Background: an optimization exercise with open tools, aiming at small area, a short achievable clock period and few clock cycles. Do not read the settings as production practice. At most, simulation tests tie the RTL to the original design; equivalence was not proved.

v6:
==> flow/design.v <==
module ysyx_22050612_divider(
	input clk,
	input rst,
	input div_valid,
	input flush,
	input divw,
	input div_signed,
	input [63:0]dividend,
	input [63:0]divisor,
	output div_ready,
	output out_valid,
	output [63:0]quotient,
	output [63:0]remainder
);
reg        v1;
reg [63:0] xa1, xb1;    
reg        sa1, sb1;    
reg        w1, z1;      
reg [6:0]  la1, lb1;    
reg        busy;        
reg        done;        
reg [63:0] rem;         
reg [63:0] dsr;         
reg [63:0] quo;         
reg [63:0] quom;        
reg [4:0]  cnt;         
reg        qneg, rneg;
wire go = v1 & ~busy;   
wire load1 = ~v1 | go;  
assign div_ready = load1;
assign out_valid = done;
wire sa = div_signed & (divw ? dividend[31] : dividend[63]);
wire sb = div_signed & (divw ? divisor[31]  : divisor[63]);
wire [63:0] xa = divw ? {32'b0, dividend[31:0] ^ {32{sa}}} : (dividend ^ {64{sa}});
wire [63:0] xb = divw ? {32'b0, divisor[31:0]  ^ {32{sb}}} : (divisor  ^ {64{sb}});
wire        bz = divw ? ~|divisor[31:0] : ~|divisor;
function [6:0] nbits(input [63:0] x);
	reg [31:0] v1; reg [4:0] p1 [0:31];
	reg [15:0] v2; reg [4:0] p2 [0:15];
	reg [7:0]  v3; reg [4:0] p3 [0:7];
	reg [3:0]  v4; reg [4:0] p4 [0:3];
	reg [1:0]  v5; reg [4:0] p5 [0:1];
	reg [5:0]  p;
	integer i;
	begin
		for (i = 0; i < 32; i = i + 1) begin
			v1[i] = x[2*i+1] | x[2*i];
			p1[i] = {4'b0, x[2*i+1]};
		end
		for (i = 0; i < 16; i = i + 1) begin
			v2[i] = v1[2*i+1] | v1[2*i];
			p2[i] = v1[2*i+1] ? {3'b0, 1'b1, p1[2*i+1][0]} : {3'b0, 1'b0, p1[2*i][0]};
		end
		for (i = 0; i < 8; i = i + 1) begin
			v3[i] = v2[2*i+1] | v2[2*i];
			p3[i] = v2[2*i+1] ? {2'b0, 1'b1, p2[2*i+1][1:0]} : {2'b0, 1'b0, p2[2*i][1:0]};
		end
		for (i = 0; i < 4; i = i + 1) begin
			v4[i] = v3[2*i+1] | v3[2*i];
			p4[i] = v3[2*i+1] ? {1'b0, 1'b1, p3[2*i+1][2:0]} : {1'b0, 1'b0, p3[2*i][2:0]};
		end
		for (i = 0; i < 2; i = i + 1) begin
			v5[i] = v4[2*i+1] | v4[2*i];
			p5[i] = v4[2*i+1] ? {1'b1, p4[2*i+1][3:0]} : {1'b0, p4[2*i][3:0]};
		end
		p = v5[1] ? {1'b1, p5[1]} : {1'b0, p5[0]};
		nbits = (v5[1] | v5[0]) ? {1'b0, p} + 7'd1 : 7'd0;
	end
endfunction
wire ma = &(~xa[63:1] | xa[62:0]);
wire mb = &(~xb[63:1] | xb[62:0]);
wire [6:0] la = nbits(xa) + {6'b0, sa & ma};
wire [6:0] lb = nbits(xb) + {6'b0, sb & mb};
always @(posedge clk) begin
	if (rst || flush) v1 <= 1'b0;
	else              v1 <= (div_valid & load1) | (v1 & ~go);
end
always @(posedge clk) begin
	if (load1) begin
		xa1 <= xa;
		xb1 <= xb;
		sa1 <= sa;
		sb1 <= sb;
		w1  <= divw;
		z1  <= bz;
		la1 <= la;
		lb1 <= lb;
	end
end
wire [7:0] sh = {1'b0, la1} - {1'b0, lb1};
wire       qzero = sh[7];    
wire [63:0] bb = xb1 + {63'b0, sb1};
wire [63:0] qz = w1 ? 64'h00000000FFFFFFFF : 64'hFFFFFFFFFFFFFFFF;
function is_m1(input [66:0] a, input [66:0] b);
	begin
		is_m1 = ~(a[0] ^ b[0]) & (&((a[66:1] ^ b[66:1]) ^ (a[65:0] & b[65:0])));
	end
endfunction
wire [66:0] ta = {{3{rneg & rem[63]}}, rem};
wire [66:0] t1 = ~{3'b0, dsr};
wire [66:0] t2 = ~{2'b0, dsr, 1'b0};
wire [66:0] s1 = ta - {3'b0, dsr};
wire [66:0] s2 = ta - {2'b0, dsr, 1'b0};
wire [66:0] cs = ta ^ t1 ^ t2;
wire [66:0] cc = {(ta[65:0] & t1[65:0]) | (ta[65:0] & t2[65:0]) | (t1[65:0] & t2[65:0]), 1'b1};
wire [66:0] s3 = cs - ~cc;
wire ge1 = ~s1[66] | (rneg & is_m1(ta, t1));
wire ge2 = ~s2[66] | (rneg & is_m1(ta, t2));
wire ge3 = ~s3[66] | (rneg & is_m1(cs, cc));
wire [1:0] qd = ge3 ? 2'd3 : ge2 ? 2'd2 : ge1 ? 2'd1 : 2'd0;
wire [63:0] rnext = ge3 ? s3[63:0] : ge2 ? s2[63:0] : ge1 ? s1[63:0] : rem;
always @(posedge clk) begin
	if (rst || flush) begin
		busy <= 1'b0;
		done <= 1'b0;
	end else if (go) begin
		busy <= ~(z1 | qzero);
		done <= z1 | qzero;
	end else begin
		busy <= busy & (cnt != 5'd0);
		done <= busy & (cnt == 5'd0);
	end
end
always @(posedge clk) begin
	if (go) begin
		rem  <= xa1;
		dsr  <= bb << {sh[5:1], 1'b0};
		quo  <= z1 ? qz : 64'b0;
		quom <= z1 ? {qz[63:1], 1'b0} : 64'hFFFFFFFFFFFFFFFF;
		cnt  <= sh[5:1];
		qneg <= sa1 ^ sb1;
		rneg <= sa1;
	end else if (busy) begin
		rem  <= rnext;
		dsr  <= dsr >> 2;
		quo  <= {quo[61:0], qd};
		quom <= (qd != 2'd0) ? {quo[61:0], qd - 2'd1} : {quom[61:0], 2'b11};
		cnt  <= cnt - 5'd1;
	end
end
assign quotient  = qneg ? ~quom : quo;
assign remainder = rneg ? ~rem : rem;
endmodule
clock: 10.0 ns
lec_check: 0
cap_margin: 20
core_margin: 2
core_utilization: 40
setup_slack_margin: 5
slew_margin: 20
run.sh (not shown) runs the stock make flow with config.mk's settings and CLKGATE_MAP_FILE= SYNTH_SCRIPT=/design/flow/synth_recipe.tcl, a recipe that flattens the netlist after the stock synthesis.
Testbench counts of v6, summed over its fixed seeds: cycles 3,811.
For v7, these inputs were changed with respect to v6:
--- a/flow/design.v
+++ b/flow/design.v
@@ -16,7 +16,6 @@
 reg [63:0] xa1, xb1;    
 reg        sa1, sb1;    
 reg        w1, z1;      
-reg [6:0]  la1, lb1;    
 reg        busy;        
 reg        done;        
 reg [63:0] rem;         
@@ -34,6 +33,20 @@
 wire [63:0] xa = divw ? {32'b0, dividend[31:0] ^ {32{sa}}} : (dividend ^ {64{sa}});
 wire [63:0] xb = divw ? {32'b0, divisor[31:0]  ^ {32{sb}}} : (divisor  ^ {64{sb}});
 wire        bz = divw ? ~|divisor[31:0] : ~|divisor;
+always @(posedge clk) begin
+	if (rst || flush) v1 <= 1'b0;
+	else              v1 <= (div_valid & load1) | (v1 & ~go);
+end
+always @(posedge clk) begin
+	if (load1) begin
+		xa1 <= xa;
+		xb1 <= xb;
+		sa1 <= sa;
+		sb1 <= sb;
+		w1  <= divw;
+		z1  <= bz;
+	end
+end
 function [6:0] nbits(input [63:0] x);
 	reg [31:0] v1; reg [4:0] p1 [0:31];
 	reg [15:0] v2; reg [4:0] p2 [0:15];
@@ -67,27 +80,11 @@
 		nbits = (v5[1] | v5[0]) ? {1'b0, p} + 7'd1 : 7'd0;
 	end
 endfunction
-wire ma = &(~xa[63:1] | xa[62:0]);
-wire mb = &(~xb[63:1] | xb[62:0]);
-wire [6:0] la = nbits(xa) + {6'b0, sa & ma};
-wire [6:0] lb = nbits(xb) + {6'b0, sb & mb};
-always @(posedge clk) begin
-	if (rst || flush) v1 <= 1'b0;
-	else              v1 <= (div_valid & load1) | (v1 & ~go);
-end
-always @(posedge clk) begin
-	if (load1) begin
-		xa1 <= xa;
-		xb1 <= xb;
-		sa1 <= sa;
-		sb1 <= sb;
-		w1  <= divw;
-		z1  <= bz;
-		la1 <= la;
-		lb1 <= lb;
-	end
-end
-wire [7:0] sh = {1'b0, la1} - {1'b0, lb1};
+wire ma = &(~xa1[63:1] | xa1[62:0]);
+wire mb = &(~xb1[63:1] | xb1[62:0]);
+wire [6:0] la = nbits(xa1) + {6'b0, sa1 & ma};
+wire [6:0] lb = nbits(xb1) + {6'b0, sb1 & mb};
+wire [7:0] sh = {1'b0, la} - {1'b0, lb};
 wire       qzero = sh[7];    
 wire [63:0] bb = xb1 + {63'b0, sb1};
 wire [63:0] qz = w1 ? 64'h00000000FFFFFFFF : 64'hFFFFFFFFFFFFFFFF;
==> results.txt <==
- v7 finished end to end and its layout was clean on timing, DRC and antenna.
- Comparing wire length of the first global-routing pass for v7 and v6, the smaller number came from v6.
- The total detailed-routing wirelength in v7 was higher than what v6 gave.
- Looking at number of buffers inserted to repair setup after CTS, v7 sits 233 higher than v6 does.
- In terms of worst clock skew, v7 and v6 differ only marginally.
- v6 -> v7: post-synthesis net count decreased by a few percent
- v7 ends up with lower flip-flop and latch count than v6 does.
- Sort v7 and v6 by area of combinational cells with multiple inputs, descending, and v7 comes first.
- Compared with v6, in v7 via count about even; total track usage shows an increase of 3.3 points.
Function not checked in v7: the RTL went through the layout flow alone.

* * *

== v36 ==
Another version of the RTL of ysyx_22050612_divider (not shown whole).
Size: roughly 260 I/O pins, ~43000 um^2 of cells after synthesis.
==> flow/config.mk <==
export PLATFORM = sky130hd
export DESIGN_NAME = ysyx_22050612_divider
export DESIGN_NICKNAME = ysyx_22050612_divider
export VERILOG_FILES = /design/flow/design.v
export SDC_FILE = /design/flow/constraint.sdc
export NUM_CORES = 4
export LEC_CHECK = 0
export CAP_MARGIN = 20
export CORE_MARGIN = 2
export CORE_UTILIZATION = 40
export SETUP_SLACK_MARGIN = 5
export SLEW_MARGIN = 20
==> flow/constraint.sdc <==
create_clock -name core_clock -period 10.0 [get_ports {clk}]
set_input_delay 2.0000 -clock core_clock [delete_from_list [all_inputs] [get_ports {clk}]]
set_output_delay 2.0000 -clock core_clock [all_outputs]
set_load 0.01 [all_outputs]
Having completed the whole flow, v36 delivered a layout that passed the timing, design-rule and antenna checks.
> inputs changed (v36 -> v27)
--- a/flow/design.v
+++ b/flow/design.v
@@ -11,37 +11,33 @@
 	output out_valid,
 	output [63:0]quotient,
 	output [63:0]remainder
 );
 reg        v1;
 reg [63:0] xa1, xb1;    
 reg        sa1, sb1;    
 reg        w1, z1;      
 reg [7:0]  la1, lb1;    
 reg        busy;        
 reg        done;        
-reg        itr;         
-reg        fxd;         
 reg        fixr;        
-reg        mayr;        
 reg [63:0] rem;         
 reg [63:0] dsr;         
 reg [63:0] quo;         
 reg [63:0] qal;         
 reg [4:0]  cnt;         
 reg        qneg, rneg;
-wire need;              
-wire go = v1 & ~busy & ~need;   
+wire go = v1 & ~busy;   
 wire load1 = ~v1 | go;  
 assign div_ready = load1;
-assign out_valid = done & ~need;
+assign out_valid = done;
 wire sa = div_signed & (divw ? dividend[31] : dividend[63]);
 wire sb = div_signed & (divw ? divisor[31]  : divisor[63]);
 wire [63:0] xa = divw ? {32'b0, dividend[31:0] ^ {32{sa}}} : (dividend ^ {64{sa}});
 wire [63:0] xb = divw ? {32'b0, divisor[31:0]  ^ {32{sb}}} : (divisor  ^ {64{sb}});
 wire        bz = divw ? ~|divisor[31:0] : ~|divisor;
 function [5:0] lead(input [31:0] x);
 	reg [15:0] v1; reg [3:0] p1 [0:15];
 	reg [7:0]  v2; reg [3:0] p2 [0:7];
 	reg [3:0]  v3; reg [3:0] p3 [0:3];
 	reg [1:0]  v4; reg [3:0] p4 [0:1];
 	integer i;
@@ -112,73 +108,55 @@
 wire [66:0] cs = ta ^ t1 ^ t2;
 wire [66:0] cc = {(ta[65:0] & t1[65:0]) | (ta[65:0] & t2[65:0]) | (t1[65:0] & t2[65:0]), 1'b1};
 wire [66:0] s3 = cs - ~cc;
 wire ge1 = ~s1[66];
 wire ge2 = ~s2[66];
 wire ge3 = ~s3[66];
 wire [1:0] qd  = {ge2, ge3 | (ge1 & ~ge2)};
 wire [1:0] qdm = {ge3, ge2 & ~ge3};           
 wire [1:0] qdp = {ge1, ~ge1 | (ge2 & ~ge3)};  
 wire [63:0] rnext = ge3 ? s3[63:0] : ge2 ? s2[63:0] : ge1 ? s1[63:0] : rem;
 wire last = (cnt == 5'd0);
-function low_m1(input [7:0] x, input [7:0] d);
-	reg [7:0] p, g;
-	begin
-		p = x ^ ~d;
-		g = x & ~d;
-		low_m1 = ~p[0] & (&(p[7:1] ^ g[6:0]));
-	end
-endfunction
-wire m0 = low_m1(rem[7:0], dsr[7:0]);
-wire m1 = low_m1(s1[7:0], dsr[7:0]);
-wire m2 = low_m1(s2[7:0], dsr[7:0]);
-wire m3 = low_m1(s3[7:0], dsr[7:0]);
-wire mnext = ge3 ? m3 : ge2 ? m2 : ge1 ? m1 : m0;
 always @(posedge clk) begin
 	if (rst || flush) begin
 		busy <= 1'b0;
 		done <= 1'b0;
-		fxd  <= 1'b0;
 	end else if (go) begin
 		busy <= ~(z1 | qzero);
 		done <= z1 | qzero;
-		fxd  <= 1'b0;
-	end else if (need) begin
-		done <= 1'b1;
-		fxd  <= 1'b1;
 	end else begin
 		busy <= busy & ~last;
 		done <= busy & last;
-		fxd  <= 1'b0;
 	end
 end
 always @(posedge clk) begin
 	if (go) begin
 		rem  <= xa1;
 		dsr  <= bb << {sh[5:1], 1'b0};
 		quo  <= z1 ? qz : 64'b0;
 		qal  <= (sa1 ^ sb1) ? (z1 ? {qz[63:1], 1'b0} : 64'hFFFFFFFFFFFFFFFF) : 64'd1;
 		cnt  <= sh[5:1];
-		qneg <= sa1 ^ sb1;
-		rneg <= sa1;
-		itr  <= ~(z1 | qzero);
 		fixr <= 1'b0;
-	end else if (need) begin
-		fixr <= exact;
-	end else if (busy) begin
+	end else begin
 		rem  <= rnext;
-		if (!last) dsr <= dsr >> 2;
+		dsr  <= dsr >> 2;
 		quo  <= {quo[61:0], qd};
 		if (qneg) qal <= ge1 ? {quo[61:0], qdm} : {qal[61:0], 2'b11};
 		else      qal <= ge3 ? {qal[61:0], 2'b00} : {quo[61:0], qdp};
 		cnt  <= cnt - 5'd1;
-		mayr <= mnext;
+		fixr <= rneg & exact;
 	end
 end
-wire [63:0] ep = rem ^ ~dsr;
-wire [63:0] eg = rem & ~dsr;
-wire exact = ~ep[0] & (&(ep[63:1] ^ eg[62:0]));
-assign need = done & ~fxd & rneg & itr & mayr;
+always @(posedge clk) begin
+	if (go) begin
+		qneg <= sa1 ^ sb1;
+		rneg <= sa1;
+	end
+end
+wire [63:0] ep = rem ^ ~{dsr[61:0], 2'b00};
+wire [63:0] eg = rem & ~{dsr[61:0], 2'b00};
+wire e4 = ~ep[0] & (&(ep[63:1] ^ eg[62:0])) & ~|dsr[63:62];
+wire exact = (&s1) | (&s2) | (&s3) | e4;
 wire fix = fixr;
 assign quotient  = qneg ? ~(fix ? quo : qal) : (fix ? qal : quo);
 assign remainder = rneg ? (fix ? 64'b0 : ~rem) : rem;
 endmodule
## What came out
- Against v36 as the reference, v27 delivers a lower number of register bits inferred by synthesis.
- Total of plain and repair buffers excluding clock buffers grows by more than 10% when moving from v36 to v27.
- Between v36 and v27, maximum number of pins on one net before global-route repair increased.
- The timing startpoint of the critical path comes out rem[33] in one run and rem[0] in the other, namely in v27 and v36 respectively.
- Diff v36 and v27: register-to-register slack higher in v36
- The count of final setup violators of v36 and that of v27 are within noise of each other.
No run of this note included a check of the RTL's function; only the layout flow was run.

* * *

## the baseline
Another version of the RTL of ysyx_22050612_divider (not shown whole).
Size: about 400 flip-flops, ~41,000 um^2 of cells after synthesis.
==> module ysyx_22050612_divider, before the edit <==
module ysyx_22050612_divider(
	input clk,
	input rst,
	input div_valid,
	input flush,
	input divw,
	input div_signed,
	input [63:0]dividend,
	input [63:0]divisor,
	output div_ready,
	output out_valid,
	output [63:0]quotient,
	output [63:0]remainder
);
reg        v1;
reg [63:0] xa1, xb1;    
reg        sa1, sb1;    
reg        w1, z1;      
reg        busy;        
reg        done;        
reg [63:0] rem;         
reg [63:0] dsr;         
reg [63:0] quo;         
reg [63:0] quom;        
reg [4:0]  cnt;         
reg        qneg, rneg;
wire go = v1 & ~busy;   
wire load1 = ~v1 | go;  
assign div_ready = load1;
assign out_valid = done;
wire sa = div_signed & (divw ? dividend[31] : dividend[63]);
wire sb = div_signed & (divw ? divisor[31]  : divisor[63]);
wire [63:0] xa = divw ? {32'b0, dividend[31:0] ^ {32{sa}}} : (dividend ^ {64{sa}});
wire [63:0] xb = divw ? {32'b0, divisor[31:0]  ^ {32{sb}}} : (divisor  ^ {64{sb}});
wire        bz = divw ? ~|divisor[31:0] : ~|divisor;
always @(posedge clk) begin
	if (rst || flush) v1 <= 1'b0;
	else              v1 <= (div_valid & load1) | (v1 & ~go);
end
always @(posedge clk) begin
	if (load1) begin
		xa1 <= xa;
		xb1 <= xb;
		sa1 <= sa;
		sb1 <= sb;
		w1  <= divw;
		z1  <= bz;
	end
end
function [6:0] nbits(input [63:0] x);
	integer i;
	begin
		nbits = 7'd0;
		for (i = 0; i < 64; i = i + 1)
			if (x[i]) nbits = i + 1;
	end
endfunction
wire ma = &(~xa1[63:1] | xa1[62:0]);
wire mb = &(~xb1[63:1] | xb1[62:0]);
wire [6:0] la = nbits(xa1) + {6'b0, sa1 & ma};
wire [6:0] lb = nbits(xb1) + {6'b0, sb1 & mb};
wire [7:0] sh = {1'b0, la} - {1'b0, lb};
wire       qzero = sh[7];    
wire [63:0] bb = xb1 + {63'b0, sb1};
wire [63:0] qz = w1 ? 64'h00000000FFFFFFFF : 64'hFFFFFFFFFFFFFFFF;
function is_m1(input [66:0] a, input [66:0] b);
	begin
		is_m1 = ~(a[0] ^ b[0]) & (&((a[66:1] ^ b[66:1]) ^ (a[65:0] & b[65:0])));
	end
endfunction
wire [66:0] ta = {{3{rneg & rem[63]}}, rem};
wire [66:0] t1 = ~{3'b0, dsr};
wire [66:0] t2 = ~{2'b0, dsr, 1'b0};
wire [66:0] s1 = ta - {3'b0, dsr};
wire [66:0] s2 = ta - {2'b0, dsr, 1'b0};
wire [66:0] cs = ta ^ t1 ^ t2;
wire [66:0] cc = {(ta[65:0] & t1[65:0]) | (ta[65:0] & t2[65:0]) | (t1[65:0] & t2[65:0]), 1'b1};
wire [66:0] s3 = cs - ~cc;
wire ge1 = ~s1[66] | (rneg & is_m1(ta, t1));
wire ge2 = ~s2[66] | (rneg & is_m1(ta, t2));
wire ge3 = ~s3[66] | (rneg & is_m1(cs, cc));
wire [1:0] qd = ge3 ? 2'd3 : ge2 ? 2'd2 : ge1 ? 2'd1 : 2'd0;
wire [63:0] rnext = ge3 ? s3[63:0] : ge2 ? s2[63:0] : ge1 ? s1[63:0] : rem;
always @(posedge clk) begin
	if (rst || flush) begin
		busy <= 1'b0;
		done <= 1'b0;
	end else if (go) begin
		busy <= ~(z1 | qzero);
		done <= z1 | qzero;
	end else begin
		busy <= busy & (cnt != 5'd0);
		done <= busy & (cnt == 5'd0);
	end
end
always @(posedge clk) begin
	if (go) begin
		rem  <= xa1;
		dsr  <= bb << {sh[5:1], 1'b0};
		quo  <= z1 ? qz : 64'b0;
		quom <= z1 ? {qz[63:1], 1'b0} : 64'hFFFFFFFFFFFFFFFF;
		cnt  <= sh[5:1];
		qneg <= sa1 ^ sb1;
		rneg <= sa1;
	end else if (busy) begin
		rem  <= rnext;
		dsr  <= dsr >> 2;
		quo  <= {quo[61:0], qd};
		quom <= (qd != 2'd0) ? {quo[61:0], qd - 2'd1} : {quom[61:0], 2'b11};
		cnt  <= cnt - 5'd1;
	end
end
assign quotient  = qneg ? ~quom : quo;
assign remainder = rneg ? ~rem : rem;
endmodule
==> flow/config.mk <==
export PLATFORM = sky130hd
export DESIGN_NAME = ysyx_22050612_divider
export DESIGN_NICKNAME = ysyx_22050612_divider
export VERILOG_FILES = /design/flow/design.v
export SDC_FILE = /design/flow/constraint.sdc
export NUM_CORES = 4
export LEC_CHECK = 0
export CAP_MARGIN = 20
export CORE_MARGIN = 2
export CORE_UTILIZATION = 40
export SLEW_MARGIN = 20
==> flow/constraint.sdc <==
create_clock -name core_clock -period 10.0 [get_ports {clk}]
set_input_delay 2.0000 -clock core_clock [delete_from_list [all_inputs] [get_ports {clk}]]
set_output_delay 2.0000 -clock core_clock [all_outputs]
set_load 0.01 [all_outputs]
For the candidate, these inputs were changed with respect to the baseline:
==> flow/design.v <==
module ysyx_22050612_divider(
	input clk,
	input rst,
	input div_valid,
	input flush,
	input divw,
	input div_signed,
	input [63:0]dividend,
	input [63:0]divisor,
	output div_ready,
	output out_valid,
	output [63:0]quotient,
	output [63:0]remainder
);
reg        v1;
reg [63:0] xa1, xb1;    
reg        sa1, sb1;    
reg        w1, z1;      
reg        busy;        
reg        done;        
reg [63:0] rem;         
reg [63:0] dsr;         
reg [63:0] quo;         
reg [4:0]  cnt;         
reg        qneg, rneg;
wire go = v1 & ~busy;   
assign div_ready = ~v1 | go;
assign out_valid = done;
wire accept = div_valid & div_ready;
wire sa = div_signed & (divw ? dividend[31] : dividend[63]);
wire sb = div_signed & (divw ? divisor[31]  : divisor[63]);
wire [63:0] xa = divw ? {32'b0, dividend[31:0] ^ {32{sa}}} : (dividend ^ {64{sa}});
wire [63:0] xb = divw ? {32'b0, divisor[31:0]  ^ {32{sb}}} : (divisor  ^ {64{sb}});
wire        bz = divw ? ~|divisor[31:0] : ~|divisor;
always @(posedge clk) begin
	if (rst || flush) v1 <= 1'b0;
	else              v1 <= accept | (v1 & ~go);
end
always @(posedge clk) begin
	if (accept) begin
		xa1 <= xa;
		xb1 <= xb;
		sa1 <= sa;
		sb1 <= sb;
		w1  <= divw;
		z1  <= bz;
	end
end
function [6:0] nbits(input [63:0] x);
	integer i;
	begin
		nbits = 7'd0;
		for (i = 0; i < 64; i = i + 1)
			if (x[i]) nbits = i + 1;
	end
endfunction
wire ma = &(~xa1[63:1] | xa1[62:0]);
wire mb = &(~xb1[63:1] | xb1[62:0]);
wire [6:0] la = nbits(xa1) + {6'b0, sa1 & ma};
wire [6:0] lb = nbits(xb1) + {6'b0, sb1 & mb};
wire [7:0] sh = {1'b0, la} - {1'b0, lb};
wire       qzero = sh[7];    
wire [63:0] aa = xa1 + {63'b0, sa1};
wire [63:0] bb = xb1 + {63'b0, sb1};
wire [64:0] s1 = {1'b0, rem} - {1'b0, dsr};
wire [65:0] s2 = {2'b0, rem} - {1'b0, dsr, 1'b0};
wire [66:0] ta = {3'b0, rem};
wire [66:0] tb = ~{3'b0, dsr};
wire [66:0] tc = ~{2'b0, dsr, 1'b0};
wire [66:0] cs = ta ^ tb ^ tc;
wire [66:0] cc = (ta & tb) | (ta & tc) | (tb & tc);
wire [66:0] s3 = cs - ~{cc[65:0], 1'b1};
wire ge1 = ~s1[64];
wire ge2 = ~s2[65];
wire ge3 = ~s3[66];
wire [1:0] qd = ge3 ? 2'd3 : ge2 ? 2'd2 : ge1 ? 2'd1 : 2'd0;
wire [63:0] rnext = ge3 ? s3[63:0] : ge2 ? s2[63:0] : ge1 ? s1[63:0] : rem;
always @(posedge clk) begin
	if (rst || flush) begin
		busy <= 1'b0;
		done <= 1'b0;
	end else if (go) begin
		busy <= ~(z1 | qzero);
		done <= z1 | qzero;
	end else begin
		busy <= busy & (cnt != 5'd0);
		done <= busy & (cnt == 5'd0);
	end
end
always @(posedge clk) begin
	if (go) begin
		rem  <= aa;
		dsr  <= bb << {sh[5:1], 1'b0};
		quo  <= z1 ? (w1 ? 64'h00000000FFFFFFFF : 64'hFFFFFFFFFFFFFFFF) : 64'b0;
		cnt  <= sh[5:1];
		qneg <= sa1 ^ sb1;
		rneg <= sa1;
	end else if (busy) begin
		rem <= rnext;
		dsr <= dsr >> 2;
		quo <= {quo[61:0], qd};
		cnt <= cnt - 5'd1;
	end
end
assign quotient  = qneg ? -quo : quo;
assign remainder = rneg ? -rem : rem;
endmodule
==> comparison <==
On data arrival time of the worst path: between the baseline and the candidate, it ends up higher for the baseline. The baseline vs the candidate, master of the slowest instance on the critical path: fa_4 vs nor3_1. Summary of the candidate over the baseline: buffer share of cell area climbed 0.45 points; smallest hold slack moved up; post-route standard cell area excluding fillers has decreased. Diff the baseline and the candidate: cell count after synthesis higher in the candidate. Looking at netlist area before placement, the candidate sits 8.4% below the baseline. The candidate vs the baseline on number of distinct library cells after synthesis: the candidate is the lower one. Sort the baseline and the candidate by sum of routed wire length over all layers desc -> top: the baseline. The candidate vs the baseline — overall die width dropped by a few percent. Total number of vias, the baseline and the candidate: smaller value in the candidate. Looking at area added between synthesis and finish, the candidate sits 0.54 points below the baseline. Going from the baseline to the candidate, setup slack has increased.
No functional check of the RTL was part of any run of this note.

what the ideal ports hide:
How much do the figures lean on ideal ports? The routed layouts below were timed once more, with nothing changed but the port constraints. Step 1, drivers: a clkbuf_16 drives clk and a buf_2 each remaining input, both assumed. Step 2 moves the port delays by t, midway between the first and last clock arrival at a register: inputs arrive t later, outputs are due t later. That takes back most of the time a late clock gives input paths. Slacks: ideal / step 1 / step 2; pairs: ideal / step 1.
| run | shift t [ns] | setup WS [ns] | cell pins on the clock port's net |
|---|---|---|---|
| v6 | 0.724 | 4.929 / 4.929 / 4.421 | 1 |
| v7 | 0.722 | 4.477 / 4.477 / 4.477 | 1 |
| v36 | 0.707 | 5.035 / 5.028 / 4.595 | 1 |
| v27 | 0.718 | 4.460 / 4.460 / 4.460 | 1 |
| the baseline | 0.716 | 2.166 / 2.166 / 2.166 | 1 |
| the candidate | 0.638 | 2.360 / 2.294 / 2.932 | 1 |
After both steps every run listed still meets setup and hold. The setup slack of v6, which loses most, moves by 0.000 ns with the drivers and by -0.508 ns with both steps.
